What follows belongs to an exercise in optimizing a design on an open flow for small area; a production flow would make more cautious choices.
In this exercise RTL edits were held to simulation tests only and were not proved equivalent to the original.
No activity file was given, so power comes from the tool's default toggle rates. The flow treats the clock pin as an ideal source, which a real chip does not have.

**flow/design.v**
```verilog
module rnd_vec_gen
(
	input clk,
	input next,        
	input rnw,         
	input rd_state,    
	input hold_a,      
	input long_loop,   
	input inj_a,       
	input inj_b,       
	input [5:0] rom_idx,
	output [15:0] wr_out_d,  
	output [15:0] rd_out_nx  
);
	localparam GA = 6;     
	localparam GB = 7;     
	localparam [15:0] W0 = 16'h9e37;  
	reg [15:0] ra [0:55];
	reg [15:0] rb [0:55];
	reg [15:0] tl [56:61];
	reg c_lo;
	always @* begin
		case (rom_idx)
			6'd1, 6'd3, 6'd6, 6'd8, 6'd10, 6'd12, 6'd14, 6'd16, 6'd18, 6'd20,
			6'd22, 6'd25, 6'd27, 6'd29, 6'd31, 6'd33, 6'd35, 6'd37, 6'd39, 6'd41,
			6'd43, 6'd46, 6'd48, 6'd50, 6'd52, 6'd54, 6'd56, 6'd58, 6'd60, 6'd62: c_lo = 1'b1;
			default: c_lo = 1'b0;
		endcase
	end
	wire [15:0] seed_nx = (rom_idx == 6'd0) ? 16'h8dde : ra[0] - 16'h9e37 - {15'd0, c_lo};
	reg [5:0] j;
	always @(posedge clk)
		if (!next) j <= 6'd0;
		else if (j != 6'd55) j <= j + 6'd1;
	wire le23 = (j <= 6'd23);
	wire le54 = (j <= 6'd54);
	wire step_a = next & ~rnw;
	wire step_b = next &  rnw;
	reg first_b;  
	wire loop_a = hold_a & ~inj_a;
	wire loop_b = ~step_b & (~rd_state | (first_b & (j == 6'd0)));
	wire row_end = ~next & (j != 6'd0);
	always @(posedge clk)
		first_b <= loop_b | (first_b & ~row_end);
	wire [15:0] a54 = le54 ? tl[54+GA] : ra[54];
	wire [15:0] a23 = le23 ? ra[23+GA] : ra[23];
	wire [15:0] b54 = (le54 & ~first_b) ? tl[54+GB] : rb[54];
	wire [15:0] b23 = (le23 & ~first_b) ? rb[23+GB] : rb[23];
	wire [15:0] rb0_nx = step_b ? b54 + b23 : (inj_b ? W0 : rb[0]);
	integer i;
	always @(posedge clk) begin
		ra[0] <= step_a ? a54 + a23 : (inj_a ? seed_nx : ra[0]);
		ra[1] <= loop_a ? (long_loop ? ra[55] : ra[54]) : ra[0];
		for (i = 2; i < 56; i = i + 1)
			ra[i] <= ra[i-1];
		rb[0] <= rb0_nx;
		rb[1] <= inj_b ? ra[19] : (loop_b ? rb[55] : rb[0]);
		for (i = 2; i < 56; i = i + 1)
			rb[i] <= rb[i-1];
		tl[56] <= rnw ? rb[55] : ra[55];
		for (i = 57; i < 62; i = i + 1)
			tl[i] <= tl[i-1];
	end
	reg a_looped;
	always @(posedge clk) a_looped <= loop_a;
	assign wr_out_d  = a_looped ? ra[0] : ra[1];
	assign rd_out_nx = rb0_nx;
endmodule
module sdram_control
#(
parameter DRAM_DATA_SIZE = 16,
parameter DRAM_COL_SIZE = 9,
parameter DRAM_ROW_SIZE = 13,
parameter DRAM_BNK_SIZE = 2,
parameter DRAM_ROWBNK = DRAM_ROW_SIZE + DRAM_BNK_SIZE,  
parameter cmdNOP  = 3'b111,  
parameter cmdMRS  = 3'b000,  
parameter cmdACT  = 3'b011,  
parameter cmdREAD = 3'b101,  
parameter cmdWRIT = 3'b100,  
parameter cmdPRE  = 3'b010,  
parameter cmdBST  = 3'b110,  
parameter cmdREF  = 3'b001,  
parameter mrsMODE = 14'b00000000110111,  
parameter CTR200US_SIZE = 15  
)
(
input clk,
input rst_n,  
input start,  
output reg done,  
input rnw,  
output reg ready,  
output DRAM_LDQM,DRAM_UDQM,
output DRAM_WE_N,
output DRAM_CAS_N,
output DRAM_RAS_N,
output DRAM_CS_N,
output DRAM_BA_0,
output DRAM_BA_1,
input  wire [DRAM_DATA_SIZE-1:0] DRAM_DQ_I,  
output wire                      DRAM_DQ_OE,  
output wire [DRAM_ROW_SIZE-1:0] DRAM_ADDR,
output rd_state,  
output hold_a,    
output reg long_loop,  
output inj_a,     
output inj_b,
output [5:0] rom_idx
);
localparam RESET        = 6'd00;
localparam RST2         = 6'd01;
localparam W200US1      = 6'd02;
localparam W200US2      = 6'd03;
localparam IPREA1       = 6'd04;
localparam IPREA2       = 6'd05;
localparam IREF1        = 6'd06;
localparam IREF2        = 6'd07;
localparam IREF7        = 6'd12;
localparam IMRS         = 6'd13;
localparam IDLE         = 6'd14;
localparam RD_BEGIN1    = 6'd15;
localparam RD_BEGIN2    = 6'd16;
localparam RD_CHKEND    = 6'd17;
localparam RD_COL1      = 6'd18;
localparam RD_COL2      = 6'd19;
localparam RD_COL3      = 6'd20;
localparam RD_COL4      = 6'd21;
localparam RD_COL6      = 6'd24;
localparam RD_WAIT      = 6'd25;
localparam RD_PRE       = 6'd26;
localparam RD_END1      = 6'd27;
localparam RD_END2      = 6'd28;
localparam WR_BEGIN1    = 6'd29;
localparam WR_BEGIN2    = 6'd30;
localparam WR_CHKEND    = 6'd31;
localparam WR_COL1      = 6'd32;
localparam WR_COL2      = 6'd33;
localparam WR_COL3      = 6'd34;
localparam WR_WAIT1     = 6'd35;
localparam WR_WAIT2     = 6'd36;
localparam WR_BST       = 6'd37;
localparam WR_PRE       = 6'd38;
localparam WR_END1      = 6'd39;
reg [5:0] state;
reg [CTR200US_SIZE:0] ctr;    
reg ctr_init;
reg [DRAM_ROWBNK:0] actr;     
reg busin;                    
reg [DRAM_ROW_SIZE-1:0] da;   
reg [2:0] dcmd;               
reg       dcsn;               
reg [1:0] dba;                
reg       dqm;                
assign DRAM_ADDR                         = da;
assign {DRAM_RAS_N,DRAM_CAS_N,DRAM_WE_N} = dcmd;
assign DRAM_CS_N                         = dcsn;
assign {DRAM_BA_1,DRAM_BA_0}             = dba;
assign DRAM_LDQM                         = dqm;
assign DRAM_UDQM                         = dqm;
assign DRAM_DQ_OE                        = ~busin;
wire s_idle  = (state == IDLE);
wire s_col1  = (state == RD_COL1) | (state == WR_COL1);
wire s_col3  = (state == RD_COL3) | (state == WR_COL3);
wire s_pre   = (state == RD_PRE)  | (state == WR_PRE);
wire s_chk   = (state == RD_CHKEND) | (state == WR_CHKEND);
wire s_beg1  = (state == RD_BEGIN1) | (state == WR_BEGIN1);
always @(posedge clk) begin
	if (!rst_n)
		state <= RESET;
	else if (((state == W200US2) & ~ctr[CTR200US_SIZE]) |
	         (((state == RD_WAIT) | (state == WR_WAIT1)) & ~ctr[DRAM_COL_SIZE]) |
	         (s_idle & ~start))
		state <= state;
	else if ((state == IREF7) & ~ctr[7])
		state <= IREF1;
	else if (s_idle & ~rnw)
		state <= WR_BEGIN1;
	else if (s_chk & actr[DRAM_ROWBNK])
		state <= IDLE;
	else if (state == RD_END2)
		state <= RD_CHKEND;
	else if (state == WR_END1)
		state <= WR_CHKEND;
	else
		state <= state + 6'd1;
end
always @(posedge clk) begin
	if (!rst_n) begin
		dcsn     <= 1'b1;
		done     <= 1'b0;
		busin    <= 1'b1;
		dcmd     <= cmdNOP;
		da       <= 0;
		dba      <= 0;
		dqm      <= 1'b1;
		ready    <= 1'b0;
		ctr_init <= 1'b1;
	end else begin
		dcmd <= ((state == IPREA1) | s_pre) ? cmdPRE :
		        (state == IREF1) ? cmdREF :
		        (state == IMRS)  ? cmdMRS :
		        s_col1 ? cmdACT :
		        (state == RD_COL3) ? cmdREAD :
		        (state == WR_COL3) ? cmdWRIT :
		        (state == WR_BST)  ? cmdBST : cmdNOP;
		if (state == RST2) dcsn <= 1'b0;
		if (state == IPREA1) da[10] <= 1'b1;  
		if (state == IMRS) {dba,da} <= mrsMODE;
		if (s_col1) da <= actr[DRAM_ROWBNK-1:DRAM_BNK_SIZE];  
		if (s_col3 | s_pre) da <= 0;
		if (s_col1 | s_col3 | s_pre) dba <= actr[DRAM_BNK_SIZE-1:0];
		if (s_idle) dqm <= 1'b0;
		if (s_idle) done <= 1'b1;
		else if (s_beg1) done <= 1'b0;
		if (s_idle | (state == RD_BEGIN1)) busin <= 1'b1;
		else if (state == WR_BEGIN1) busin <= 1'b0;
		if ((state == RD_COL6) | (state == WR_COL2)) ready <= 1'b1;
		else if (s_idle | (state == RD_CHKEND) | (state == WR_WAIT2)) ready <= 1'b0;
		if ((state == RST2) | (state == IPREA2) | (state == RD_COL1) |
		    (state == WR_BEGIN2) | (state == WR_END1))
			ctr_init <= 1'b1;
		else if ((state == W200US1) | (state == IREF1) | s_chk | (state == RD_COL2))
			ctr_init <= 1'b0;
	end
end
always @(posedge clk)
	if (ctr_init) ctr <= 0;
	else ctr <= ctr + 1'd1;
always @(posedge clk)
	if ((state == RD_BEGIN2) | (state == WR_BEGIN2)) actr <= 0;
	else if ((state == RD_END2) | (state == WR_END1)) actr <= actr + 1'd1;
wire wr_state = (state >= WR_BEGIN1);
assign rd_state = (state >= RD_BEGIN1) && (state <= RD_END2);
wire last_gap = ((state >= WR_BST) && (&actr[DRAM_ROWBNK-1:0])) ||
                ((state == WR_CHKEND) && actr[DRAM_ROWBNK]);
assign hold_a = ~(ready & ~rnw) & (~wr_state | last_gap) & ~(s_idle & start & ~rnw);
always @(posedge clk)
	long_loop <= rd_state & (((actr == 0) && (ctr[9:0] == 10'd39)) ||
	                         (long_loop & ~((actr == 3) && (ctr[9:0] == 10'd187))));
assign inj_a   = (state == W200US2) && (ctr[CTR200US_SIZE:6] == 10'd23);
assign inj_b   = (state == W200US2) && (ctr[CTR200US_SIZE:6] == 10'd25);
assign rom_idx = ctr[5:0];
endmodule
module mem_tester
#(
  parameter DRAM_DATA_SIZE = 16,
  parameter DRAM_COL_SIZE = 9,
  parameter DRAM_ROW_SIZE = 13,
  parameter DRAM_TEST_ROWBNK = 7  
)
(
	input clk,
	input rst_n,
	output reg [31:0] passcount,
	output reg [31:0] failcount,
	input  [DRAM_DATA_SIZE-1:0] DRAM_DQ_I,
	output [DRAM_DATA_SIZE-1:0] DRAM_DQ_O,
	output DRAM_DQ_OE,
	output [DRAM_ROW_SIZE-1:0] DRAM_ADDR,
	output DRAM_LDQM,DRAM_UDQM,
	output DRAM_WE_N,
	output DRAM_CAS_N,
	output DRAM_RAS_N,
	output DRAM_CS_N,
	output DRAM_BA_0,
	output DRAM_BA_1
);
reg inc_pass_ctr;  
reg inc_err_ctr;   
reg check_in_progress;  
always @(posedge clk)
	if( !rst_n ) passcount <= 32'd0;
		else if( inc_pass_ctr ) passcount <= passcount + 32'd1;
always @(posedge clk)
	if ( !rst_n ) failcount <= 32'd0;
		else if( inc_err_ctr ) failcount <= failcount + 32'd1;
wire [DRAM_DATA_SIZE-1:0] rnd_out_nx;  
wire dram_ready;
reg dram_start,dram_rnw;
wire rd_state, hold_a, long_loop, inj_a, inj_b;
wire [5:0] rom_idx;
rnd_vec_gen my_rnd
(
	.clk(clk),
	.next(dram_ready),
	.rnw(dram_rnw),
	.rd_state(rd_state),
	.hold_a(hold_a),
	.long_loop(long_loop),
	.inj_a(inj_a),
	.inj_b(inj_b),
	.rom_idx(rom_idx),
	.wr_out_d(DRAM_DQ_O),
	.rd_out_nx(rnd_out_nx)
);
wire dram_done;
sdram_control my_dram
(
	.rst_n(rst_n),
	.clk(clk),
	.start(dram_start),
	.rnw(dram_rnw),
	.done(dram_done),
	.ready(dram_ready),
	.rd_state(rd_state),
	.hold_a(hold_a),
	.long_loop(long_loop),
	.inj_a(inj_a),
	.inj_b(inj_b),
	.rom_idx(rom_idx),
	.DRAM_DQ_I(DRAM_DQ_I),
	.DRAM_DQ_OE(DRAM_DQ_OE),
	.DRAM_ADDR(DRAM_ADDR),
	.DRAM_CS_N(DRAM_CS_N),
	.DRAM_RAS_N(DRAM_RAS_N),
	.DRAM_CAS_N(DRAM_CAS_N),
	.DRAM_WE_N(DRAM_WE_N),
	.DRAM_LDQM(DRAM_LDQM),
	.DRAM_UDQM(DRAM_UDQM),
	.DRAM_BA_0(DRAM_BA_0),
	.DRAM_BA_1(DRAM_BA_1)
);
defparam my_dram.DRAM_DATA_SIZE = DRAM_DATA_SIZE;
defparam my_dram.DRAM_COL_SIZE  = DRAM_COL_SIZE;
defparam my_dram.DRAM_ROW_SIZE  = DRAM_ROW_SIZE;
defparam my_dram.DRAM_ROWBNK    = DRAM_TEST_ROWBNK;
reg [3:0] curr_state,next_state;
parameter RESET        = 4'h0;
parameter INIT1        = 4'h1;
parameter INIT2        = 4'h2;
parameter BEGIN_WRITE1 = 4'h3;
parameter BEGIN_WRITE2 = 4'h4;
parameter BEGIN_WRITE3 = 4'h5;
parameter BEGIN_WRITE4 = 4'h6;
parameter WRITE        = 4'h7;
parameter BEGIN_READ1  = 4'h8;
parameter BEGIN_READ2  = 4'h9;
parameter BEGIN_READ3  = 4'hA;
parameter BEGIN_READ4  = 4'hB;
parameter READ         = 4'hC;
parameter END_READ     = 4'hD;
parameter INC_PASSES1  = 4'hE;
parameter INC_PASSES2  = 4'hF;
always @* begin
	if( ((curr_state == INIT1) | (curr_state == WRITE) | (curr_state == READ)) & ~dram_done )
		next_state = curr_state;
	else if( curr_state == INC_PASSES2 )
		next_state = BEGIN_WRITE1;
	else
		next_state = curr_state + 4'd1;
end
always @(posedge clk,negedge rst_n)
begin
	if( !rst_n )
		curr_state <= RESET;
	else
		curr_state <= next_state;
end
always @* begin
	dram_start        = (curr_state == BEGIN_WRITE3) | (curr_state == BEGIN_READ3);
	dram_rnw          = (curr_state >= BEGIN_READ2);    
	check_in_progress = (curr_state >= BEGIN_READ4) & (curr_state <= END_READ);
	inc_pass_ctr      = (curr_state == INC_PASSES2);
end
reg rd_mismatch;
always @(posedge clk) rd_mismatch <= (DRAM_DQ_I != rnd_out_nx);
always @(posedge clk) inc_err_ctr <= check_in_progress & dram_ready & rd_mismatch;
endmodule
```
**flow/flow/run.sh**
```bash
#!/bin/bash
# Own layout flow: the standard flow (standard.sh, unchanged synthesis) with
#  - port buffers of the smallest buffer cell instead of the default choice,
#  - clock tree built from clkbuf_8 clusters without dummy loads.
# The full output of the ORFS run is kept in standard.log; ORFS's per-step logs
# are under orfs/logs/.
set -euo pipefail
export BUFFER_PORTS_ARGS="-buffer_cell sky130_fd_sc_hd__buf_1"
export CTS_ARGS="-sink_clustering_enable -repair_clock_nets -sink_clustering_size 36 -sink_clustering_max_diameter 45 -buf_list sky130_fd_sc_hd__clkbuf_16 -dont_use_dummy_load"
bash standard.sh > standard.log 2>&1
```
**flow/standard.sh**
```bash
#!/bin/bash
# synth_recipe.tcl (not shown) runs the flow's synth.tcl, then flattens the netlist and writes it again
# the make line also repeats each setting of config.mk as NAME=value (left out here)
make -C /OpenROAD-flow-scripts/flow DESIGN_CONFIG=/design/flow/config.mk WORK_HOME=/design/flow/orfs CLKGATE_MAP_FILE= SYNTH_SCRIPT=/design/flow/synth_recipe.tcl "${@:-finish}"
```
**flow/config.mk**
```make
export PLATFORM = sky130hd
export DESIGN_NAME = mem_tester
export DESIGN_NICKNAME = mem_tester
export VERILOG_FILES = /design/flow/design.v
export SDC_FILE = /design/flow/constraint.sdc
export NUM_CORES = 4
export LEC_CHECK = 0
export CAP_MARGIN = 20
export CORE_MARGIN = 2
export CORE_UTILIZATION = 65
export PLACE_DENSITY = 0.85
export SLEW_MARGIN = 20
```
**flow/constraint.sdc**
```tcl
create_clock -name core_clock -period 5.0 [get_ports {clk}]
set_input_delay 1.0000 -clock core_clock [delete_from_list [all_inputs] [get_ports {clk}]]
set_output_delay 1.0000 -clock core_clock [all_outputs]
set_load 0.01 [all_outputs]
```
==> summary.txt, run 1 <==
* R2R Setup Slk at 0.33 ns
* WP data required at 5.50 ns
* Fraction of layout cells with a size suffix above 1 at 7.29%
* Crit path top cell by count: ha_1
* Fin util at 71.4%
* Setup tns final at 0 ns
* Commonest non-fill, non-tap cell in the layout: dfxtp_1
* Synth Cell Area at 48600 um^2
* Pint at 20.3 mW
* Layout area overhead at 8.96%
* Maximum capacitance violations at 0
* Finish-stage setup viols at 0
* First-pass GRT wire length at 127 mm
* Max clock buf depth at 3
* Crit-path slowest cell: or4_1
* Clock-pin slew on the worst setup and hold paths at 0.10 ns
* Tmin final at 4.67 ns
* Max incr delay on CP at 0.54 ns
* Routed WL at 82.6 mm
* Clock Skew at 0.0729 ns
* Max VDD drop at 482 uV
* Vias/cell at 5.10
* Die ar. at 77000 um^2
* Final #Nets at 3489
* Slew margin rel. at 26.1%
* Top cells by area, synth: dfxtp_1 82%, mux2_2 2.2%, ha_1 1.7%
* Cell taking the most area after synthesis: dfxtp_1
* Async SR Flop Fraction at 0.198%
* Critical Path Fanout Max at 5
* IO Port Bufs at 113
* Hold Vio Cnt, Final at 0
* Period utilisation layout at 93.4%
* TritonCTS buffer count at 116
* CP endpoint kind: flip-flop
* Core area at 74200 um^2
* Vias in the first global route at 22600
* Initial antenna violation count at 2
* Die height at 278 um
* CTS tree: built
* Pwr dens at 477 nW/um^2
* GRT Total Usage at 21.5%
* F_max at 214 MHz
* Post-synthesis register bit count at 2016
* Clk pwr share at 34.5%
* Logic pwr share at 1.5%
* Dpl cell area at 50100 um^2
* Final ANT Viol Nets at 0
* RSZ-0062 raised after global routing: no
* Fillers at 4526
* Total number of vias at 22300
* Post-synth EDFFs at 16
* Worst Hold Class: flip-flop to flip-flop
* Die W at 278 um
* Worst skew pair latency at 0.69 ns
* Status: no timing/DRC/antenna violations
* Top FF cell, synth: dfxtp_1
* H-tree depth at 3
* DRC at 0
* Num rows at 100
* RD Place Congestion at 0.883
* IO Count at 120
* Pre-antenna DRT Iters at 5
* Seq/Total Area, Yosys at 83.4%
* Worst slew pin tran at 1.11 ns
* Sw frac at 19.6%
* Starting Density at 65.5%
* Worst Path Arrival at 5.17 ns
* Avg Cell Area, Syn at 15.1 um^2
* Hold Worst Slack at 0.285 ns
* Yosys top cell area share at 82.2%
* Final Max Tran Viols at 0
* Clock sinks at 2016
* Setup WS post-layout at 0.331 ns
* Worst path cell trace: inv_1 -> ha_1 -> and3b_1 -> o211ai_2 -> nor2b_2 -> mux2_2 -> ha_1 -> fa_1 -> a211oi_2 -> o211ai_1 -> a221oi_2 -> o21ai_1 -> a21o_1 -> xor2_1 -> xnor2_1 -> a31oi_1 -> or4_1
* Design Power at 25.3 mW
* Synth Instances at 3227
* Startpoint types: flip-flop
* Seq pwr share at 64.0%
* Post-CTS Setup Inserts at 0
* Net Switching at 4.95 mW
* Wire per inst at 18.9 um
* Pleak at 21.0 nW
* Pin count of the biggest net entering global routing at 65
* Final Non-Filler Cells at 4371
* Drt initial violations at 1662
* Placed Instances at 4255
* Most frequent cells in the layout: 1996 x dfxtp_1, 145 x nor2_1, 121 x nand2_1
* Yosys warnings at 6
* Finished Cell Area at 53000 um^2
* Crit Path Category: flip-flop to flip-flop
* Global route overflow at 0
* HPWL after DPL at 51.8 mm
* # diodes at 0
* Post-synth cell types at 82
* Clk Tree Root Cell: clkbuf_16
* Dpl ws at 0.311 ns
==> cell type report <==
type | count | area, um^2 | area share, %
clock buffer | 116 | 2900 | 5.48
inverter | 41 | 155 | 0.293
multi-input combinational | 1101 | 7630 | 14.4
sequential | 2016 | 40500 | 76.5
tap | 969 | 1210 | 2.29
timing repair buffer | 128 | 537 | 1.01
==> final timing paths <==
check | from | endpoint | cells after the start
min reg2reg | my_rnd.rb[33][15] | my_rnd.rb[34][15] | 0
min | my_rnd.rb[33][15] | my_rnd.rb[34][15] | 0
max reg2reg | my_rnd.j[0] | rd_mismatch | 17
max in group asynchronous | rst_n | curr_state[3] | 2
min in group asynchronous | rst_n | curr_state[0] | 2
max | my_rnd.j[0] | rd_mismatch | 17
==> state kept, by name (all words and copies together), names as in the netlist, 3 cells and up <==
register,cells
my_dram.dcmd,3
failcount,32
my_rnd.tl,96
my_rnd.rb,896
my_dram.state,6
my_rnd.j,6
my_dram.ctr,16
my_dram.da,7
my_rnd.ra,896
curr_state,4
my_dram.actr,8
passcount,32
==> Yosys cell counts (17+ instances only) <==
master    instances
dfxtp_1        1996
nor2_1          146
nand2_1         121
mux2_2           93
a21oi_1          77
xor2_1           75
o21ai_0          70
ha_1             65
nand3_1          57
xnor2_1          57
clkbuf_1         49
mux2i_1          42
inv_1            40
and3_1           27
nand4_1          18
nor2b_1          18
or3_1            17
==> power by group through the flow <==
stage / registers (mW) / clock network [mW] / logic (mW)
after detailed placement: 16.5 / 0 / 0.369
after global placement: 16.5 / 0 / 0.358
after CTS: 16.2 / 8.85 / 0.384
after floorplan: 16.5 / 0 / 0.312
final: 16.2 / 8.72 / 0.387
after global routing: 16.2 / 9.39 / 0.428
==> metal layers <==
| layer | up-vias | track usage, % | share of wire, % |
|---|---|---|---|
| met5 | - | 0 | 0.015 |
| met4 | 2 | 6.17 | 2.4 |
| met3 | 160 | 3.59 | 4.6 |
| met2 | 563 | 35.1 | 47 |
| met1 | 10800 | 29.7 | 46 |
| li1 | 10800 | - | - |
==> worst max-delay path: cells and delay by family, from the launching register on <==
| kind | cells | cell delay (ns) |
|---|---|---|
| compound gates | 7 | 1.50 |
| xor+xnor | 2 | 0.42 |
| simple gates | 3 | 1.02 |
| fa+ha+maj | 3 | 0.77 |
| buf+inv | 1 | 0.10 |
| flops | 1 | 0.35 |
| mux | 1 | 0.37 |
==> cells by family after synthesis <==
kind of cell / after synthesis / synth area share (%)
buf+inv: 115 / 1.00
fa+ha+maj: 67 / 1.75
compound gates: 273 / 3.54
xor+xnor: 132 / 2.38
flops: 2016 / 83.4
simple gates: 488 / 4.93
other cells: 1 / 0.00771
mux: 135 / 3.02
==> repair_timing <==
| item | in CTS | in global routing |
|---|---|---|
| gates resized for setup | 0 | 1 |
| hold buffers | 0 | 0 |
| endpoints found under the hold margin | 0 | 0 |
| endpoints found under the setup margin | 0 | 1 |
==> run 2: changes to the inputs <==
--- a/flow/flow/run.sh
+++ b/flow/flow/run.sh
@@ -6,5 +6,5 @@
 # are under orfs/logs/.
 set -euo pipefail
 export BUFFER_PORTS_ARGS="-buffer_cell sky130_fd_sc_hd__buf_1"
-export CTS_ARGS="-sink_clustering_enable -repair_clock_nets -sink_clustering_size 36 -sink_clustering_max_diameter 45 -buf_list sky130_fd_sc_hd__clkbuf_16 -dont_use_dummy_load"
+export CTS_ARGS="-sink_clustering_enable -repair_clock_nets -sink_clustering_size 9 -sink_clustering_max_diameter 50 -buf_list sky130_fd_sc_hd__clkbuf_4 -dont_use_dummy_load"
 bash standard.sh > standard.log 2>&1
--- a/flow/config.mk
+++ b/flow/config.mk
@@ -7,6 +7,9 @@
 export LEC_CHECK = 0
 export CAP_MARGIN = 20
 export CORE_MARGIN = 2
-export CORE_UTILIZATION = 65
-export PLACE_DENSITY = 0.85
+export CORE_UTILIZATION = 55
+export CTS_BUF_LIST = sky130_fd_sc_hd__clkbuf_8
+export CTS_CLUSTER_DIAMETER = 50
+export CTS_CLUSTER_SIZE = 16
+export PLACE_DENSITY = 0.75
 export SLEW_MARGIN = 20
==> run 2 against run 1 <==
Cell count is 8.4% higher. Sequential power about the same. Synthesized cell count stayed put. Hold slack worse by 0.017 ns. Power shrank 6.4%. Largest power group unchanged.
==> summary.txt, run 2 <==
* Reg-to-reg critical path endpoint: rd_mismatch
* First-pass GRT wire length at 116 mm (-8.7%)
* Max incr delay on CP at 0.47 ns (-0.07 ns)
* Commonest non-fill, non-tap cell in the layout: dfxtp_1
* Design Power at 23.7 mW (-6.4%)
* Clock Skew at 0.0936 ns (+0.0207 ns)
* Hold Vio Cnt, Final at 0 (unchanged)
* Setup WS post-layout at 0.541 ns (+0.210 ns)
* Vias/cell at 4.73 (-7.3%)
* Most frequent cells in the layout: 1996 x dfxtp_1, 276 x clkbuf_4, 145 x nor2_1
* Top FF cell, synth: dfxtp_1
* Wire per inst at 15.7 um (-17%)
* Hold path depth at 0 (unchanged)
* Most numerous cell in the Yosys netlist: dfxtp_1
* Period utilisation layout at 89.2% (-4.2 points)
* Drt initial violations at 1230 (-26%)
* Pin count of the biggest net entering global routing at 54 (-17%)
* IO Port Bufs at 113 (unchanged)
* Tmin final at 4.46 ns (-0.210 ns)
* Crit Path Category: flip-flop to flip-flop
* Synth Cell Area at 48600 um^2 (unchanged)
* F_max at 224 MHz (+4.7%)
* WP data required at 6.01 ns (+0.51 ns)
* Num rows at 109 (+9.0%)
* Final Max Tran Viols at 0 (unchanged)
* Finished Cell Area at 52400 um^2 (-1.0%)
* Worst skew pair latency at 1.15 ns (+0.46 ns)
* R2R Path Start: my_rnd.j[1]
* Worst Hold End: my_rnd.tl[58][10]
* Critical Path Fanout Max at 15 (+10)
* Die ar. at 90800 um^2 (+18%)
* Dpl ws at 0.473 ns (+0.161 ns)
* Synth Instances at 3227 (unchanged)
* Fraction of layout cells with a size suffix above 1 at 11.5% (+4.2 points)
* Yosys warnings at 6 (unchanged)
* Post-CTS Setup Inserts at 0 (unchanged)
* RD Place Congestion at 0.861 (-2.5%)
* Die height at 301 um (+8.6%)
* Worst Hold Class: flip-flop to flip-flop
* Multi-input gate area at 7630 um^2 (unchanged)
* Async SR Flop Fraction at 0.198% (unchanged)
* Top Registers: my_rnd.ra: 896 flops, my_rnd.rb: 896 flops, my_rnd.tl: 96 flops
* CP endpoint kind: flip-flop
* Final #Nets at 3650 (+4.6%)
* Register area at 40500 um^2 (unchanged)
* Worst Path Arrival at 5.47 ns (+0.30 ns)
* Yosys top cell area share at 82.2% (unchanged)
* Post-synthesis register bit count at 2016 (unchanged)
* Top cells by area, synth: dfxtp_1 82%, mux2_2 2.2%, ha_1 1.7%
* Layout area overhead at 7.83%
* Worst slew pin tran at 1.05 ns (-0.0589 ns)
* Pleak at 20.9 nW (-0.74%)
* CTS tree: built
* Final ANT Viol Nets at 0 (unchanged)
* Starting Density at 55.3% (-10 points)
* Setup tns final at 0 ns (unchanged)
* Crit-path slowest cell: or4_1
* Top cells by count, synth: 1996 x dfxtp_1, 146 x nor2_1, 121 x nand2_1
* Fillers at 6650 (+47%)
* Cell taking the most area after synthesis: dfxtp_1
* Fin util at 59.6% (-12 points)
* Clock sinks at 2016 (unchanged)
* HP Start: my_rnd.tl[57][10]
* Startpoint types: flip-flop
* DRC at 0 (unchanged)
* Routed WL at 74.5 mm (-9.9%)
* Register-to-Register Path Depth at 16 (-1)
* Post-synth cell types at 82 (unchanged)
* Die W at 301 um (+8.6%)
* R2R Setup Slk at 0.54 ns (+0.21 ns)
* Finish-stage setup viols at 0 (unchanged)
* Slew margin rel. at 30.0% (+3.9 points)
* Dpl cell area at 50300 um^2 (+0.49%)
* H-tree depth at 5 (+2)
* Clock-pin slew on the worst setup and hold paths at 0.10 ns (about the same)
* Vias in the first global route at 22200 (-1.9%)
* Clk Tree Root Cell: clkbuf_4
* Global route overflow at 0 (unchanged)
* Post-synth EDFFs at 16 (unchanged)
* Max VDD drop at 317 uV (-34%)
* Core area at 88000 um^2 (+19%)
* Max clock buf depth at 4 (+1)
* TritonCTS buffer count at 276 (+140%)
* Status: no timing/DRC/antenna violations
* HPWL after DPL at 48.9 mm (-5.7%)
* Pre-antenna DRT Iters at 5 (unchanged)
* Total number of vias at 22400 (+0.48%)
* Maximum capacitance violations at 0 (unchanged)
* Avg Cell Area, Syn at 15.1 um^2 (unchanged)
* Seq/Total Area, Yosys at 83.4% (unchanged)
* Pwr dens at 451 nW/um^2 (-5.5%)
* Initial antenna violation count at 4 (+2)
* IO Count at 120 (unchanged)
* GRT Total Usage at 16.5% (-4.9 points)
* RSZ-0062 raised after global routing: no
* Worst path cell trace: ha_1 -> and3b_1 -> o211ai_2 -> nor2b_1 -> buf_4 -> mux2_2 -> fa_1 -> a211oi_2 -> o211ai_1 -> a221oi_2 -> o21bai_1 -> a21o_1 -> xnor2_1 -> o21ai_0 -> xor2_1 -> or4_1
==> run 2: cell counts after synthesis <==
Identical to the previous run, type by type.
==> run 2: per-layer routing <==
metal  global-route usage, %  vias up  share of wire (%)
li1                        -    11200                  -
met1                    23.8    10500                 50
met2                    23.7      491                 43
met3                    4.24      149                4.7
met4                    7.01        2                2.3
met5                       0        -              0.017
==> run 2: cell type report <==
| type | instances | area share, % |
|---|---|---|
| diodes | 11 | 0.0525 |
| repair buffers | 129 | 1.04 |
| flip-flops and latches | 2016 | 77.3 |
| inverters | 41 | 0.294 |
| clock buffers | 276 | 3.95 |
| well taps | 1165 | 2.78 |
| multi-input cells | 1101 | 14.6 |
==> run 2: where the power goes <==
group / leakage (nW) / internal [mW] / switching, mW
logic: 3.31 / 0.139 / 0.231
clock network: 1.27 / 2.56 / 4.56
registers: 16.3 / 16.1 / 0.0662
==> run 2: through the flow <==
step	std cells	hold slack, ns
after detailed placement	4451	0.312
after global routing	4736	0.250
after CTS	4728	0.256
after floorplan	3232	0.310
final	4739	0.268
after global placement	4451	0.310
==> run 2: repair_timing <==
item,in CTS,in global routing
hold buffers,1,0
resized for setup,0,0
hold endpoints to repair,4,0
==> run 2: how the worst max path moves through the flow <==
stage                     start     endpoint  slack [ns]  depth (start not counted)
floorplan           my_rnd.j[0]  rd_mismatch        0.22                         19
global placement    my_rnd.j[0]  rd_mismatch        0.55                         17
detailed placement  my_rnd.j[1]  rd_mismatch        0.47                         16
CTS                 my_rnd.j[1]  rd_mismatch        0.50                         16
global route        my_rnd.j[1]  rd_mismatch        0.16                         16
finish              my_rnd.j[1]  rd_mismatch        0.54                         16
==> run 2: kinds of logic (layout without fill, tap and decap cells) <==
family	Yosys count	after routing	synth area share [%]
AOI/OAI and AO/OA	273	273	3.54
and+or+nand+nor	488	488	4.93
muxes	135	135	3.02
DFF	2016	2016	83.4
other	1	17	0.00771
xor gates and xnor gates	132	132	2.38
buffers and inverters	115	446	1.00
adders and majority gates	67	67	1.75
==> run 2: critical path: cells and delay by family (launching register included) <==
| family | cells | cell delay (ns) |
|---|---|---|
| compound gates | 7 | 1.60 |
| xor+xnor | 2 | 0.24 |
| fa+ha+maj | 2 | 0.62 |
| buf+inv | 1 | 0.26 |
| flops | 1 | 0.43 |
| mux | 1 | 0.39 |
| simple gates | 3 | 0.86 |
==> run 3: changes to the inputs <==
--- a/flow/flow/run.sh
+++ b/flow/flow/run.sh
@@ -6,5 +6,5 @@
 # are under orfs/logs/.
 set -euo pipefail
 export BUFFER_PORTS_ARGS="-buffer_cell sky130_fd_sc_hd__buf_1"
-export CTS_ARGS="-sink_clustering_enable -repair_clock_nets -sink_clustering_size 9 -sink_clustering_max_diameter 50 -buf_list sky130_fd_sc_hd__clkbuf_4 -dont_use_dummy_load"
+export CTS_ARGS="-sink_clustering_enable -repair_clock_nets -sink_clustering_size 34 -sink_clustering_max_diameter 100 -buf_list sky130_fd_sc_hd__clkbuf_16 -dont_use_dummy_load"
 bash standard.sh > standard.log 2>&1
==> run 3 against run 2 <==
Via count decreased by 5.2%. Highest routed layer unchanged. Sequential power about the same. Maximum frequency decreased by 1.1%. Core utilization decreased by 0.43 points. Clock skew decreased by 0.032 ns. Non-clock buffer count decreased by 1. Area after synthesis unchanged. Final area decreased by 0.72%. Power decreased by 1.5%. Setup slack got worse by 0.050 ns. Combinational power about the same. First-iteration DRC count increased by 6.0%.
==> summary.txt, run 3 <==
* Status: no timing/DRC/antenna violations
* WP data required at 5.54 ns (-0.47 ns)
* Die ar. at 90800 um^2 (unchanged)
* Tmin final at 4.51 ns (+0.0499 ns)
* Dpl ws at 0.473 ns (unchanged)
* Slew margin rel. at 30.8% (+0.72 points)
* Placed Instances at 4451 (unchanged)
* Finished Cell Area at 52100 um^2 (-0.72%)
* CTS resizes at 0 (unchanged)
* Max VDD drop at 379 uV (+19%)
* Core area at 88000 um^2 (unchanged)
* First-pass GRT wire length at 112 mm (-3.3%)
* Critical Path Fanout Max at 15 (unchanged)
* Async SR Flop Fraction at 0.198% (unchanged)
* Final ANT Viol Nets at 0 (unchanged)
* Crit Path Category: flip-flop to flip-flop
* Design Power at 23.3 mW (-1.5%)
* CTS tree: built
* Startpoint types: flip-flop
* Pre-antenna DRT Iters at 5 (unchanged)
* DRC at 0 (unchanged)
* F_max at 222 MHz (-1.1%)
* Fillers at 6616 (-0.51%)
* HP Start: my_rnd.ra[37][9]
* Hold buffers post-CTS at 0 (-1)
* Starting Density at 55.3% (unchanged)
* Dpl cell area at 50300 um^2 (unchanged)
* IO Port Bufs at 113 (unchanged)
* Worst Hold End: my_rnd.ra[38][9]
* Total number of vias at 21200 (-5.2%)
* Final Non-Filler Cells at 4522 (-4.6%)
* Pin count of the biggest net entering global routing at 54 (unchanged)
* Initial antenna violation count at 1 (-3)
* Pwr dens at 448 nW/um^2 (-0.78%)
* Top Registers: my_rnd.ra: 896 flops, my_rnd.rb: 896 flops, my_rnd.tl: 96 flops
* R2R Setup Slk at 0.49 ns (-0.05 ns)
* Most numerous cell in the Yosys netlist: dfxtp_1
* Hold path depth at 0 (unchanged)
* Worst skew pair latency at 0.67 ns (-0.48 ns)
* Reg-to-reg critical path endpoint: rd_mismatch
* RD Place Congestion at 0.861 (unchanged)
* Avg Cell Area, Syn at 15.1 um^2 (unchanged)
* Synth Instances at 3227 (unchanged)
* Seq/Total Area, Yosys at 83.4% (unchanged)
* Drt initial violations at 1304 (+6.0%)
* Top FF cell, synth: dfxtp_1
* Register-to-Register Path Depth at 16 (unchanged)
* Global route overflow at 0 (unchanged)
* Post-CTS Setup Inserts at 0 (unchanged)
* Post-synth cell types at 82 (unchanged)
* H-tree depth at 3 (-2)
* Num rows at 109 (unchanged)
* Clock Skew at 0.0619 ns (-0.0317 ns)
* GRT Total Usage at 15.9% (-0.60 points)
* Hold Vio Cnt, Final at 0 (unchanged)
* Clock sinks at 2016 (unchanged)
* Max clock buf depth at 3 (-1)
* Post-synth EDFFs at 16 (unchanged)
* Fraction of layout cells with a size suffix above 1 at 5.99% (-5.5 points)
* RSZ-0062 raised after global routing: no
* CP endpoint kind: flip-flop
* Yosys warnings at 6 (unchanged)
* Worst Path Arrival at 5.05 ns (-0.42 ns)
* Period utilisation layout at 90.2% (+1.0 points)
* Worst slew pin tran at 1.04 ns (-0.0108 ns)
* Top cells by count, synth: 1996 x dfxtp_1, 146 x nor2_1, 121 x nand2_1
* Vias in the first global route at 20500 (-7.8%)
* Worst Hold Class: flip-flop to flip-flop
* Wire per inst at 16.2 um (+2.9%)
* Vias/cell at 4.70 (-0.64%)
* Yosys top cell area share at 82.2% (unchanged)
* Setup tns final at 0 ns (unchanged)
* TritonCTS buffer count at 69 (-75%)
* Clk Tree Root Cell: clkbuf_16
* Most frequent cells in the layout: 1996 x dfxtp_1, 145 x nor2_1, 121 x nand2_1
* HPWL after DPL at 48.9 mm (unchanged)
* Finish-stage setup viols at 0 (unchanged)
* Pleak at 20.4 nW (-2.0%)
* Final Max Tran Viols at 0 (unchanged)
* Final #Nets at 3442 (-5.7%)
* Post-synthesis register bit count at 2016 (unchanged)
* Clock-pin slew on the worst setup and hold paths at 0.12 ns (+0.02 ns)
* R2R Path Start: my_rnd.j[1]
* Routed WL at 73.1 mm (-1.8%)
* Setup WS post-layout at 0.491 ns (-0.0499 ns)
* Maximum capacitance violations at 0 (unchanged)
* IO Count at 120 (unchanged)
* Top cells by area, synth: dfxtp_1 82%, mux2_2 2.2%, ha_1 1.7%
* Cell taking the most area after synthesis: dfxtp_1
* Die height at 301 um (unchanged)
* Die W at 301 um (unchanged)
* Layout area overhead at 7.05%
* Commonest non-fill, non-tap cell in the layout: dfxtp_1
* Synth Cell Area at 48600 um^2 (unchanged)
==> run 3: cell counts after synthesis <==
Identical to the previous run, type by type.
==> run 3: how the worst max path moves through the flow <==
| stage | startpoint | slack, ns | end |
|---|---|---|---|
| after detailed placement | my_rnd.j[1] | 0.47 | rd_mismatch |
| after CTS | my_rnd.j[1] | 0.47 | rd_mismatch |
| after global routing | my_rnd.j[1] | 0.12 | rd_mismatch |
| after floorplan | my_rnd.j[0] | 0.22 | rd_mismatch |
| final | my_rnd.j[1] | 0.49 | rd_mismatch |
| after global placement | my_rnd.j[0] | 0.55 | rd_mismatch |
==> run 3: logic make-up after synthesis <==
kind of cell             count (synthesis)  share of synthesized area (%)
flip-flops                            2016                           83.4
XOR/XNOR                               132                           2.38
adder cells (fa/ha/maj)                 67                           1.75
multiplexers                           135                           3.02
AND/OR/NAND/NOR                        488                           4.93
other                                    1                        0.00771
buffers and inverters                  115                           1.00
AO/OA/AOI/OAI                          273                           3.54
==> run 3: final cells by class <==
class / count / area [um^2] / share of cell area (%)
clock buffers: 69 / 1730 / 3.32
inverters: 41 / 154 / 0.296
well taps: 1165 / 1460 / 2.80
diodes: 2 / 5.00 / 0.00961
flip-flops and latches: 2016 / 40500 / 77.9
repair buffers: 128 / 537 / 1.03
multi-input cells: 1101 / 7630 / 14.7
==> run 3: worst max-delay path, stage by stage (launching register included) <==
cell      delay [ns]
dfxtp_1         0.44
ha_1            0.18
and3b_1         0.19
o211ai_2        0.15
nor2b_1         0.20
buf_4           0.26
mux2_2          0.40
fa_1            0.44
a211oi_2        0.31
o211ai_1        0.16
a221oi_2        0.40
o21bai_1        0.11
a21o_1          0.19
xnor2_1         0.12
o21ai_0         0.28
xor2_1          0.11
or4_1           0.48
==> run 3: metrics by stage <==
stage | hold WS [ns] | utilization [%]
after floorplan | 0.310 | -
after global placement | 0.310 | 57.2
after detailed placement | 0.312 | 57.2
after CTS | 0.296 | 59.2
after global routing | 0.292 | 59.2
final | 0.291 | 59.2
==> run 3: power by group <==
part | switching (mW) | internal, mW | leakage, nW | total (mW)
Clock | 4.24 | 2.52 | 0.850 | 6.75
Sequential | 0.0659 | 16.1 | 16.3 | 16.2
Combinational | 0.232 | 0.138 | 3.30 | 0.370
Total | 4.53 | 18.8 | 20.4 | 23.3
==> run 3: per-layer routing <==
| layer | wire length, um | global-route usage [%] | share of wire, % |
|---|---|---|---|
| met5 | 13 | 0 | 0.018 |
| met4 | 1590 | 4.35 | 2.2 |
| met3 | 2360 | 2.10 | 3.2 |
| met2 | 31500 | 24.2 | 43 |
| met1 | 37700 | 24.0 | 52 |
==> run 4: changes to the inputs <==
--- a/flow/flow/run.sh
+++ b/flow/flow/run.sh
@@ -6,5 +6,5 @@
 # are under orfs/logs/.
 set -euo pipefail
 export BUFFER_PORTS_ARGS="-buffer_cell sky130_fd_sc_hd__buf_1"
-export CTS_ARGS="-sink_clustering_enable -repair_clock_nets -sink_clustering_size 34 -sink_clustering_max_diameter 100 -buf_list sky130_fd_sc_hd__clkbuf_16 -dont_use_dummy_load"
+export CTS_ARGS="-sink_clustering_enable -repair_clock_nets -sink_clustering_size 16 -sink_clustering_max_diameter 50 -buf_list sky130_fd_sc_hd__clkbuf_8 -dont_use_dummy_load"
 bash standard.sh > standard.log 2>&1
==> run 4 against run 3 <==
Sequential cell count is the same. Area after synthesis is the same. Critical endpoint unchanged. Clock skew grew 0.017 ns. Non-clock buffer count is the same.
==> summary.txt, run 4 <==
* Post-CTS Setup Inserts at 0 (unchanged)
* Final Max Tran Viols at 0 (unchanged)
* Dpl cell area at 50300 um^2 (unchanged)
* Worst Hold Class: input pin to asynchronous set/reset pin
* Core area at 88000 um^2 (unchanged)
* Crit-path slowest cell: or4_1
* Setup tns final at 0 ns (unchanged)
* TritonCTS buffer count at 154 (+120%)
* Finished Cell Area at 52500 um^2 (+0.77%)
* Post-synth cell types at 82 (unchanged)
* Async SR Flop Fraction at 0.198% (unchanged)
* Top FF cell, synth: dfxtp_1
* DRC at 0 (unchanged)
* Worst slew pin tran at 1.05 ns (+0.0146 ns)
* Yosys top cell area share at 82.2% (unchanged)
* Num rows at 109 (unchanged)
* Most frequent cells in the layout: 1996 x dfxtp_1, 154 x clkbuf_8, 145 x nor2_1
* IO Count at 120 (unchanged)
* Max incr delay on CP at 0.48 ns (about the same)
* First-pass GRT wire length at 115 mm (+2.0%)
* RD Place Congestion at 0.861 (unchanged)
* Clk Tree Root Cell: clkbuf_8
* CTS resizes at 0 (unchanged)
* Drt initial violations at 1366 (+4.8%)
* Die height at 301 um (unchanged)
* Critical Path Fanout Max at 15 (unchanged)
* Dpl ws at 0.473 ns (unchanged)
* Post-synthesis register bit count at 2016 (unchanged)
* Die ar. at 90800 um^2 (unchanged)
* Period utilisation layout at 90.8% (+0.59 points)
* Routed WL at 74.0 mm (+1.3%)
* Total number of vias at 21700 (+2.1%)
* Starting Density at 55.3% (unchanged)
* Most numerous cell in the Yosys netlist: dfxtp_1
* Crit path to: rd_mismatch
* IO Port Bufs at 113 (unchanged)
* CTS tree: built
* Crit path launch: my_rnd.j[1]
* Post-synth EDFFs at 16 (unchanged)
* GRT Total Usage at 16.4% (+0.44 points)
* F_max at 220 MHz (-0.65%)
* Clock-pin slew on the worst setup and hold paths at 0.09 ns (-0.03 ns)
* Reg-to-reg critical path endpoint: rd_mismatch
* Hold buffers post-CTS at 0 (unchanged)
* CP Depth at 16 (unchanged)
* Vias/cell at 4.70 (+0.13%)
* Critical path's top delay family: compound AO/OA/AOI/OAI gates
* Register-to-Register Path Depth at 16 (unchanged)
* H-tree depth at 4 (+1)
* Worst path cell trace: ha_1 -> and3b_1 -> o211ai_2 -> nor2b_1 -> buf_4 -> mux2_2 -> fa_1 -> a211oi_2 -> o211ai_1 -> a221oi_2 -> o21bai_1 -> a21o_1 -> xnor2_1 -> o21ai_0 -> xor2_1 -> or4_1
* R2R Path Start: my_rnd.j[1]
* Design Power at 23.7 mW (+1.8%)
* Crit path buffers/inverters at 1 (unchanged)
* Final ANT Viol Nets at 0 (unchanged)
* Clock Skew at 0.0793 ns (+0.0174 ns)
* Top cells by area, synth: dfxtp_1 82%, mux2_2 2.2%, ha_1 1.7%
* Worst skew pair latency at 0.83 ns (+0.16 ns)
* WP data required at 5.63 ns (+0.09 ns)
* Worst Path Arrival at 5.17 ns (+0.12 ns)
* R2R Setup Slk at 0.46 ns (-0.03 ns)
* Cell taking the most area after synthesis: dfxtp_1
* Vias in the first global route at 21200 (+3.6%)
* RSZ-0062 raised after global routing: no
* Crit Path Category: flip-flop to flip-flop
* Status: no timing/DRC/antenna violations
* Initial antenna violation count at 3 (+2)
* Fraction of layout cells with a size suffix above 1 at 8.31% (+2.3 points)
* Maximum capacitance violations at 0 (unchanged)
* Tmin final at 4.54 ns (+0.0295 ns)
* Max VDD drop at 347 uV (-8.5%)
* Pwr dens at 452 nW/um^2 (+1.0%)
* Top Registers: my_rnd.ra: 896 flops, my_rnd.rb: 896 flops, my_rnd.tl: 96 flops
* Yosys warnings at 6 (unchanged)
* Synth Instances at 3227 (unchanged)
* Clock sinks at 2016 (unchanged)
* Pre-antenna DRT Iters at 5 (unchanged)
* Avg Cell Area, Syn at 15.1 um^2 (unchanged)
* Seq/Total Area, Yosys at 83.4% (unchanged)
* Layout area overhead at 7.88%
* Top cells by count, synth: 1996 x dfxtp_1, 146 x nor2_1, 121 x nand2_1
* Pin count of the biggest net entering global routing at 54 (unchanged)
* Synth Cell Area at 48600 um^2 (unchanged)
* Startpoint types: flip-flop
* Global route overflow at 0 (unchanged)
* Setup WS post-layout at 0.462 ns (-0.0295 ns)
* Wire per inst at 16.1 um (-0.66%)
* Finish-stage setup viols at 0 (unchanged)
* Slew margin rel. at 29.8% (-0.98 points)
* Commonest non-fill, non-tap cell in the layout: dfxtp_1
* HPWL after DPL at 48.9 mm (unchanged)
* Pleak at 20.7 nW (+1.3%)
* Max clock buf depth at 3 (unchanged)
* Final #Nets at 3527 (+2.5%)
* Die W at 301 um (unchanged)
* CP endpoint kind: flip-flop
* Hold Vio Cnt, Final at 0 (unchanged)
run 4: cell counts after synthesis:
No cell type changed its count.
run 4: worst reg2reg max path: stages (launching register included):
cell and delay, ns:
dfxtp_1 0.42, ha_1 0.17, and3b_1 0.19, o211ai_2 0.15, nor2b_1 0.21, buf_4 0.26
mux2_2 0.40, fa_1 0.44, a211oi_2 0.31, o211ai_1 0.16, a221oi_2 0.40, o21bai_1 0.11
a21o_1 0.19, xnor2_1 0.12, o21ai_0 0.28, xor2_1 0.11, or4_1 0.48
run 4: final cells by class:
cell class / instances / area [um^2]
inverters: 41 / 154
flip-flops and latches: 2016 / 40500
well taps: 1165 / 1460
repair buffers: 128 / 537
diodes: 5 / 12.5
multi-input cells: 1101 / 7630
fillers: 6585 / 35500
clock buffers: 154 / 2120
run 4: metal layers:
layer  global-route usage, %  vias up  wire [um]
met2                    24.0      420      31400
met3                    3.57      130       3260
met1                    24.0    10300      37700
met4                    5.93        2       1710
li1                        -    10900          -
met5                       0        -         13
run 4: cells by family (layout without fill, tap and decap cells):
group / Yosys count / count (layout) / share of synthesized area (%)
DFF: 2016 / 2016 / 83.4
and+or+nand+nor: 488 / 488 / 4.93
AOI/OAI and AO/OA: 273 / 273 / 3.54
muxes: 135 / 135 / 3.02
xor gates and xnor gates: 132 / 132 / 2.38
buffers and inverters: 115 / 323 / 1.00
adders and majority gates: 67 / 67 / 1.75
other: 1 / 11 / 0.00771
run 4: where the power goes:
group	switching [mW]	internal [mW]
clock network	4.43	2.76
logic	0.234	0.138
registers	0.0661	16.1
run 4: how the worst min path moves through the flow:
stage                          start                to  slack (ns)  cells after the start
global placement    my_rnd.rb[35][9]  my_rnd.rb[36][9]        0.31                      0
floorplan            my_rnd.ra[9][0]  my_rnd.ra[10][0]        0.31                      0
detailed placement   my_rnd.ra[5][5]   my_rnd.ra[6][5]        0.31                      0
global route                   rst_n     curr_state[2]        0.11                      2
CTS                            rst_n     curr_state[2]        0.08                      2
finish                         rst_n     curr_state[2]        0.16                      2
run 4: through the flow:
| stage | util (%) | hold slack (ns) | cells |
|---|---|---|---|
| 2_1_floorplan | - | 0.310 | 3232 |
| 3_3_place_gp | 57.2 | 0.310 | 4451 |
| 3_5_place_dp | 57.2 | 0.312 | 4451 |
| 4_1_cts | 59.6 | 0.0834 | 4605 |
| 5_1_grt | 59.6 | 0.112 | 4608 |
| 6_report | 59.6 | 0.158 | 4610 |
==> run 5: changes to the inputs <==
--- a/flow/flow/run.sh
+++ b/flow/flow/run.sh
@@ -6,5 +6,5 @@
 # are under orfs/logs/.
 set -euo pipefail
 export BUFFER_PORTS_ARGS="-buffer_cell sky130_fd_sc_hd__buf_1"
-export CTS_ARGS="-sink_clustering_enable -repair_clock_nets -sink_clustering_size 16 -sink_clustering_max_diameter 50 -buf_list sky130_fd_sc_hd__clkbuf_8 -dont_use_dummy_load"
+export CTS_ARGS="-sink_clustering_enable -repair_clock_nets -sink_clustering_size 19 -sink_clustering_max_diameter 60 -buf_list sky130_fd_sc_hd__clkbuf_8 -dont_use_dummy_load"
 bash standard.sh > standard.log 2>&1
==> run 5 against run 4 <==
Cell count down 0.52%. Clock power decreased by 7.1%. Final area shrank 0.61%. Maximum frequency is 0.73% lower. Critical path depth unchanged. Wire length decreased by 1.2%. Sequential share of layout area rose by 0.47 points. Non-clock buffer count is the same. Critical endpoint unchanged.
==> summary.txt, run 5 <==
* Pleak at 20.5 nW (-0.80%)
* Fraction of layout cells with a size suffix above 1 at 7.70% (-0.62 points)
* Pint at 18.6 mW (-2.0%)
* Top FF cell, synth: dfxtp_1
* Commonest non-fill, non-tap cell in the layout: dfxtp_1
* Yosys top cell area share at 82.2% (unchanged)
* Post-synth EDFFs at 16 (unchanged)
* Post-synth cell types at 82 (unchanged)
* Crit-path slowest cell: or4_1
* Vias in the first global route at 20900 (-1.6%)
* Worst Path Arrival at 5.18 ns (about the same)
* Starting Density at 55.3% (unchanged)
* Seq/Total Area, Yosys at 83.4% (unchanged)
* Synth Instances at 3227 (unchanged)
* Clock Skew at 0.0927 ns (+0.0134 ns)
* Hold buffers post-CTS at 0 (unchanged)
* Top cells by count, synth: 1996 x dfxtp_1, 146 x nor2_1, 121 x nand2_1
* DRC at 0 (unchanged)
* Clock sinks at 2016 (unchanged)
* Die W at 301 um (unchanged)
* Core area at 88000 um^2 (unchanged)
* Total number of vias at 21600 (-0.53%)
* Layout area overhead at 7.22%
* Async SR Flop Fraction at 0.198% (unchanged)
* Clock-pin slew on the worst setup and hold paths at 0.10 ns (about the same)
* Top cells by area, synth: dfxtp_1 82%, mux2_2 2.2%, ha_1 1.7%
* First-pass GRT wire length at 114 mm (-1.1%)
* Final ANT Viol Nets at 0 (unchanged)
* Top Registers: my_rnd.ra: 896 flops, my_rnd.rb: 896 flops, my_rnd.tl: 96 flops
* Startpoint types: flip-flop
* Wire per inst at 16.0 um (-0.68%)
* Routed WL at 73.2 mm (-1.2%)
* Adder-cell area share of the yosys netlist at 1.75% (unchanged)
* WP data required at 5.60 ns (-0.03 ns)
* Net Switching at 4.61 mW (-2.5%)
* Max VDD drop at 351 uV (+1.1%)
* Final #Nets at 3504 (-0.65%)
* Worst path cell trace: ha_1 -> and3b_1 -> o211ai_2 -> nor2b_1 -> buf_4 -> mux2_2 -> fa_1 -> a211oi_2 -> o211ai_1 -> a221oi_2 -> o21bai_1 -> a21o_1 -> xnor2_1 -> o21ai_0 -> xor2_1 -> or4_1
* TritonCTS buffer count at 131 (-15%)
* Drt initial violations at 1316 (-3.7%)
* Cell taking the most area after synthesis: dfxtp_1
* Compound-Gate Fraction of Synth Area at 3.54% (unchanged)
* Mux share of post-synthesis cell area at 3.02% (unchanged)
* Pre-antenna DRT Iters at 5 (unchanged)
* Synth Cell Area at 48600 um^2 (unchanged)
* Clk Tree Root Cell: clkbuf_8
* Status: no timing/DRC/antenna violations
* Crit Path Category: flip-flop to flip-flop
* Pwr dens at 446 nW/um^2 (-1.5%)
* Setup tns final at 0 ns (unchanged)
* IO Count at 120 (unchanged)
* Critical Path Fanout Max at 15 (unchanged)
* Global route overflow at 0 (unchanged)
* HPWL after DPL at 48.9 mm (unchanged)
* Period utilisation layout at 91.4% (+0.67 points)
* Max incr delay on CP at 0.48 ns (about the same)
* Num rows at 109 (unchanged)
* GRT Total Usage at 16.2% (-0.19 points)
* Vias/cell at 4.70 (about the same)
* Design Power at 23.2 mW (-2.1%)
* IO Port Bufs at 113 (unchanged)
* Worst skew pair latency at 0.82 ns (about the same)
* Tmin final at 4.57 ns (+0.0333 ns)
* CTS resizes at 0 (unchanged)
* Avg Cell Area, Syn at 15.1 um^2 (unchanged)
* Logic pwr share at 1.6% (about the same)
* Final Max Tran Viols at 0 (unchanged)
* Slew margin rel. at 29.4% (-0.40 points)
* Finish-stage setup viols at 0 (unchanged)
* CP endpoint kind: flip-flop
* RD Place Congestion at 0.861 (unchanged)
* Post-synthesis register bit count at 2016 (unchanged)
* F_max at 219 MHz (-0.73%)
* Pin count of the biggest net entering global routing at 54 (unchanged)
* Yosys warnings at 6 (unchanged)
* Maximum capacitance violations at 0 (unchanged)
* Fillers at 6577 (-0.12%)
* Hold Vio Cnt, Final at 0 (unchanged)
* Die ar. at 90800 um^2 (unchanged)
* Worst slew pin tran at 1.06 ns (+0.00595 ns)
* Largest family of logic cells by synthesized area: simple AND/OR/NAND/NOR gates
* Die height at 301 um (unchanged)
* Most numerous cell in the Yosys netlist: dfxtp_1
* Sw frac at 19.9% (-0.073 points)
* Post-CTS Setup Inserts at 0 (unchanged)
* Clk pwr share at 28.8% (-1.5 points)
* Xor/xnor share of the synthesized area at 2.38% (unchanged)
* Max clock buf depth at 3 (unchanged)
* Seq pwr share at 69.6% (+1.5 points)
* H-tree depth at 4 (unchanged)
* Most frequent cells in the layout: 1996 x dfxtp_1, 145 x nor2_1, 131 x clkbuf_8
* CTS tree: built
* RSZ-0062 raised after global routing: no
* Worst Hold Class: input pin to asynchronous set/reset pin
* Initial antenna violation count at 3 (unchanged)
* Synth Area in Simple Gates at 4.93% (unchanged)
run 5: cell count changes in the layout (fill, tap and decap cells not counted):
| cell | delta |
|---|---|
| diode_2 | -1 |
| clkbuf_8 | -23 |
run 5: critical path: cells and delay by family (launching register included):
kind                     cells  cell delay, ns
adder cells (fa/ha/maj)      2            0.61
AO/OA/AOI/OAI                7            1.61
buffers and inverters        1            0.26
XOR/XNOR                     2            0.23
multiplexers                 1            0.39
flip-flops                   1            0.43
AND/OR/NAND/NOR              3            0.87
run 5: metal layers:
layer / vias to the layer above / wire, um / global-route usage, % / share of wire [%]
met5: - / 13 / 0 / 0.018
met4: 2 / 1660 / 5.27 / 2.3
met3: 126 / 3140 / 3.31 / 4.3
met2: 399 / 30800 / 23.8 / 42
met1: 10200 / 37500 / 24.0 / 51
li1: 10800 / - / - / -
run 5: metrics by stage:
stage / util, % / setup slack, ns / hold slack, ns / std cells / area, um^2
3_3_place_gp: 57.2 / 0.546 / 0.310 / 4451 / 50300
2_1_floorplan: - / 0.223 / 0.310 / 3232 / 48600
5_1_grt: 59.3 / 0.0352 / 0.125 / 4583 / 52100
6_report: 59.3 / 0.428 / 0.163 / 4586 / 52100
4_1_cts: 59.3 / 0.382 / 0.0992 / 4582 / 52100
3_5_place_dp: 57.2 / 0.473 / 0.312 / 4451 / 50300
run 5: final timing paths:
path / from / end / slack, ns / cells past startpoint
max: my_rnd.j[1] / rd_mismatch / 0.43 / 16
min: rst_n / curr_state[0] / 0.16 / 2
max reg2reg: my_rnd.j[1] / rd_mismatch / 0.43 / 16
min reg2reg: my_rnd.rb[46][2] / my_rnd.rb[47][2] / 0.27 / 0
max in group asynchronous: rst_n / curr_state[2] / 4.60 / 2
min in group core_clock: my_rnd.rb[46][2] / my_rnd.rb[47][2] / 0.27 / 0
run 5: kinds of logic (layout without fill, tap and decap cells):
kind of cell	Yosys count	in the layout
AOI/OAI and AO/OA	273	273
xor gates and xnor gates	132	132
buffers and inverters	115	300
and+or+nand+nor	488	488
adders and majority gates	67	67
DFF	2016	2016
other	1	10
muxes	135	135
run 5: layout make-up:
| class | instances | area, um^2 | area share (%) |
|---|---|---|---|
| well taps | 1165 | 1460 | 2.80 |
| multi-input cells | 1101 | 7630 | 14.6 |
| flip-flops and latches | 2016 | 40500 | 77.8 |
| inverters | 41 | 154 | 0.295 |
| clock buffers | 131 | 1800 | 3.46 |
| repair buffers | 128 | 537 | 1.03 |
| diodes | 4 | 10.0 | 0.0192 |
run 5: power by group through the flow:
stage               sequential, mW  combinational [mW]  clock (mW)
finish                        16.2               0.371        6.68
global route                  16.2               0.419        7.50
CTS                           16.2               0.371        6.93
detailed placement            16.6               0.368           0
global placement              16.5               0.360           0
floorplan                     16.5               0.312           0
==> run 6: changes to the inputs <==
--- a/flow/flow/run.sh
+++ b/flow/flow/run.sh
@@ -1,7 +1,8 @@
 #!/bin/bash
 # Own layout flow: the standard flow (standard.sh, unchanged synthesis) with
 #  - port buffers of the smallest buffer cell instead of the default choice,
-#  - clock tree built from clkbuf_8 clusters without dummy loads.
+#  - clock tree built from clkbuf_8 clusters of up to 19 flip-flops, without
+#    dummy loads.
 # The full output of the ORFS run is kept in standard.log; ORFS's per-step logs
 # are under orfs/logs/.
 set -euo pipefail
==> run 6 against run 5 <==
Sequential share of layout area unchanged. Combinational power hardly changed. Core utilization did not move. Critical path type unchanged. Cell count is the same. Wire length unchanged. Critical path depth unchanged. Maximum frequency is the same. Register-to-register slack barely moved. Hold slack stayed put. Clock skew unchanged. Clock power about the same. Final area unchanged.
==> summary.txt, run 6 <==
* Finish-stage setup viols at 0 (unchanged)
* Post-CTS Setup Inserts at 0 (unchanged)
* GR Layer Usage met2 at 23.8% (unchanged)
* Max VDD drop at 351 uV (unchanged)
* Pleak at 20.5 nW (unchanged)
* GRT Total Usage at 16.2% (unchanged)
* Fraction of layout cells with a size suffix above 1 at 7.70% (unchanged)
* Async SR Flop Fraction at 0.198% (unchanged)
* Total number of vias at 21600 (unchanged)
* Fillers at 6577 (unchanged)
* Global route overflow at 0 (unchanged)
* R2R Path Start: my_rnd.j[1]
* Grt met1 use at 24.0% (unchanged)
* Startpoint types: flip-flop
* Core area at 88000 um^2 (unchanged)
* Maximum capacitance violations at 0 (unchanged)
* Layout area overhead at 7.22% (unchanged)
* Pwr dens at 446 nW/um^2 (unchanged)
* Synth Instances at 3227 (unchanged)
* Top cells by count, synth: 1996 x dfxtp_1, 146 x nor2_1, 121 x nand2_1
* Max incr delay on CP at 0.48 ns (about the same)
* Vias in the first global route at 20900 (unchanged)
* IO Count at 120 (unchanged)
* Top cells by area, synth: dfxtp_1 82%, mux2_2 2.2%, ha_1 1.7%
* Clock Skew at 0.0927 ns (unchanged)
* Initial antenna violation count at 3 (unchanged)
* First-pass GRT wire length at 114 mm (unchanged)
* Hold buffers post-CTS at 0 (unchanged)
* Crit path buffers/inverters at 1 (unchanged)
* Period utilisation layout at 91.4% (unchanged)
* HPWL after DPL at 48.9 mm (unchanged)
* Tmin final at 4.57 ns (unchanged)
* Max clock buf depth at 3 (unchanged)
* Crit Path Category: flip-flop to flip-flop
* Die ar. at 90800 um^2 (unchanged)
* Crit path launch: my_rnd.j[1]
* Critical Path Fanout Max at 15 (unchanged)
* Die W at 301 um (unchanged)
* CTS tree: built
* GRT Max-Usage Layer: met1
* Synth Cell Area at 48600 um^2 (unchanged)
* Drt initial violations at 1316 (unchanged)
* Worst Path Arrival at 5.18 ns (about the same)
* Crit-path slowest cell: or4_1
* TritonCTS buffer count at 131 (unchanged)
* Most frequent cells in the layout: 1996 x dfxtp_1, 145 x nor2_1, 131 x clkbuf_8
* Num rows at 109 (unchanged)
* Met3 Track Usage GR at 3.31% (unchanged)
* Final ANT Viol Nets at 0 (unchanged)
* Wire per inst at 16.0 um (unchanged)
* Pre-antenna DRT Iters at 5 (unchanged)
* CTS resizes at 0 (unchanged)
* Avg Cell Area, Syn at 15.1 um^2 (unchanged)
* Commonest non-fill, non-tap cell in the layout: dfxtp_1
* Worst skew pair latency at 0.82 ns (about the same)
* Yosys top cell area share at 82.2% (unchanged)
* Post-synth EDFFs at 16 (unchanged)
* Die height at 301 um (unchanged)
* RD Place Congestion at 0.861 (unchanged)
* Routed WL at 73.2 mm (unchanged)
* Cell taking the most area after synthesis: dfxtp_1
* Top Registers: my_rnd.ra: 896 flops, my_rnd.rb: 896 flops, my_rnd.tl: 96 flops
* Clock sinks at 2016 (unchanged)
* Hold Vio Cnt, Final at 0 (unchanged)
* Yosys warnings at 6 (unchanged)
* Most numerous cell in the Yosys netlist: dfxtp_1
* RSZ-0062 raised after global routing: no
* Hold Worst Slack at 0.163 ns (unchanged)
* Reg-to-reg critical path endpoint: rd_mismatch
* Crit path to: rd_mismatch
* Seq/Total Area, Yosys at 83.4% (unchanged)
* WP data required at 5.60 ns (about the same)
* IO Port Bufs at 113 (unchanged)
* Status: no timing/DRC/antenna violations
* Vias/cell at 4.70 (unchanged)
* Post-synth cell types at 82 (unchanged)
* F_max at 219 MHz (unchanged)
* H-tree depth at 4 (unchanged)
* DRC at 0 (unchanged)
* Pin count of the biggest net entering global routing at 54 (unchanged)
* Post-synthesis register bit count at 2016 (unchanged)
* CP endpoint kind: flip-flop
* Clk Tree Root Cell: clkbuf_8
* CP Depth at 16 (unchanged)
* Slew margin rel. at 29.4% (unchanged)
* Final Max Tran Viols at 0 (unchanged)
* Top FF cell, synth: dfxtp_1
* Setup tns final at 0 ns (unchanged)
* Worst path cell trace: ha_1 -> and3b_1 -> o211ai_2 -> nor2b_1 -> buf_4 -> mux2_2 -> fa_1 -> a211oi_2 -> o211ai_1 -> a221oi_2 -> o21bai_1 -> a21o_1 -> xnor2_1 -> o21ai_0 -> xor2_1 -> or4_1
* Starting Density at 55.3% (unchanged)
* Design Power at 23.2 mW (unchanged)
* Worst slew pin tran at 1.06 ns (unchanged)
* Worst Hold Class: input pin to asynchronous set/reset pin
* Register-to-Register Path Depth at 16 (unchanged)
* Final #Nets at 3504 (unchanged)
* R2R Setup Slk at 0.43 ns (about the same)
* Clock-pin slew on the worst setup and hold paths at 0.10 ns (about the same)
* Critical path's top delay family: compound AO/OA/AOI/OAI gates
## run 6: metal layers
layer / routed length, um / vias to the layer above / part of all wire (%)
met1: 37500 / 10200 / 51
met2: 30800 / 399 / 42
li1: - / 10800 / -
met3: 3140 / 126 / 4.3
met5: 13 / - / 0.018
met4: 1660 / 2 / 2.3
## run 6: worst min-delay path by stage
| stage | start | end | cells after the start |
|---|---|---|---|
| after floorplan | my_rnd.ra[9][0] | my_rnd.ra[10][0] | 0 |
| after global placement | my_rnd.rb[35][9] | my_rnd.rb[36][9] | 0 |
| after detailed placement | my_rnd.ra[5][5] | my_rnd.ra[6][5] | 0 |
| after CTS | rst_n | curr_state[0] | 2 |
| after global routing | rst_n | curr_state[0] | 2 |
| final | rst_n | curr_state[0] | 2 |
## run 6: cells by family after synthesis
logic type	synth area share, %
flops	83.4
simple gates	4.93
compound gates	3.54
mux	3.02
xor+xnor	2.38
buf+inv	1.00
fa+ha+maj	1.75
other cells	0.00771
## run 6: layout make-up
class                      count  area (um^2)  area share (%)
sequential                  2016        40500            77.8
multi-input combinational   1101         7630            14.6
clock buffer                 131         1800            3.46
tap                         1165         1460            2.80
timing repair buffer         128          537            1.03
inverter                      41          154           0.295
antenna                        4         10.0          0.0192
## run 6: where the power goes
part / switching, mW / internal, mW
Combinational: 0.233 / 0.138
Clock: 4.31 / 2.37
Sequential: 0.0661 / 16.1
## run 6: worst register-to-register path, cell delays in order (launching register included)
cell      delay (ns)
dfxtp_1         0.43
ha_1            0.18
and3b_1         0.19
o211ai_2        0.15
nor2b_1         0.20
buf_4           0.26
mux2_2          0.39
fa_1            0.44
a211oi_2        0.32
o211ai_1        0.16
a221oi_2        0.40
o21bai_1        0.11
a21o_1          0.19
xnor2_1         0.12
o21ai_0         0.28
xor2_1          0.11
or4_1           0.48
## run 6: metrics by stage
step                      utilization [%]  cell area (um^2)  setup slack [ns]  instances
final                                59.3             52100             0.428       4586
after detailed placement             57.2             50300             0.473       4451
after global routing                 59.3             52100            0.0352       4583
after global placement               57.2             50300             0.546       4451
after CTS                            59.3             52100             0.382       4582
after floorplan                         -             48600             0.223       3232

afterwards: timing with drivers on the ports:
How much do the figures lean on ideal ports? The routed layouts below were timed once more, with nothing changed but the port constraints. Step 1, drivers: a clkbuf_16 drives clk and a buf_2 each remaining input, both assumed. Step 2 times the ports against the registers' clock, not the clock port: input delays grow and output delays shrink by t, the midpoint of the rising clock arrivals with the driver on. Three values: ideal ports, drivers, drivers and shift; two values: the first two.
run | t, ns | setup WS [ns] | worst setup path after step 2 | worst slew at a driven data input, ns
run 1 | 0.731 | 0.331 / 0.331 / 0.331 | register to register | 0.12
run 2 | 1.156 | 0.541 / 0.541 / 0.541 | register to register | 0.12
run 3 | 0.701 | 0.491 / 0.491 / 0.491 | register to register | 0.12
run 4 | 0.846 | 0.462 / 0.462 / 0.462 | register to register | 0.13
run 5 | 0.834 | 0.428 / 0.428 / 0.428 | register to register | 0.13
run 6 | 0.834 | 0.428 / 0.428 / 0.428 | register to register | 0.13
After both steps setup and hold are still met in every run listed.
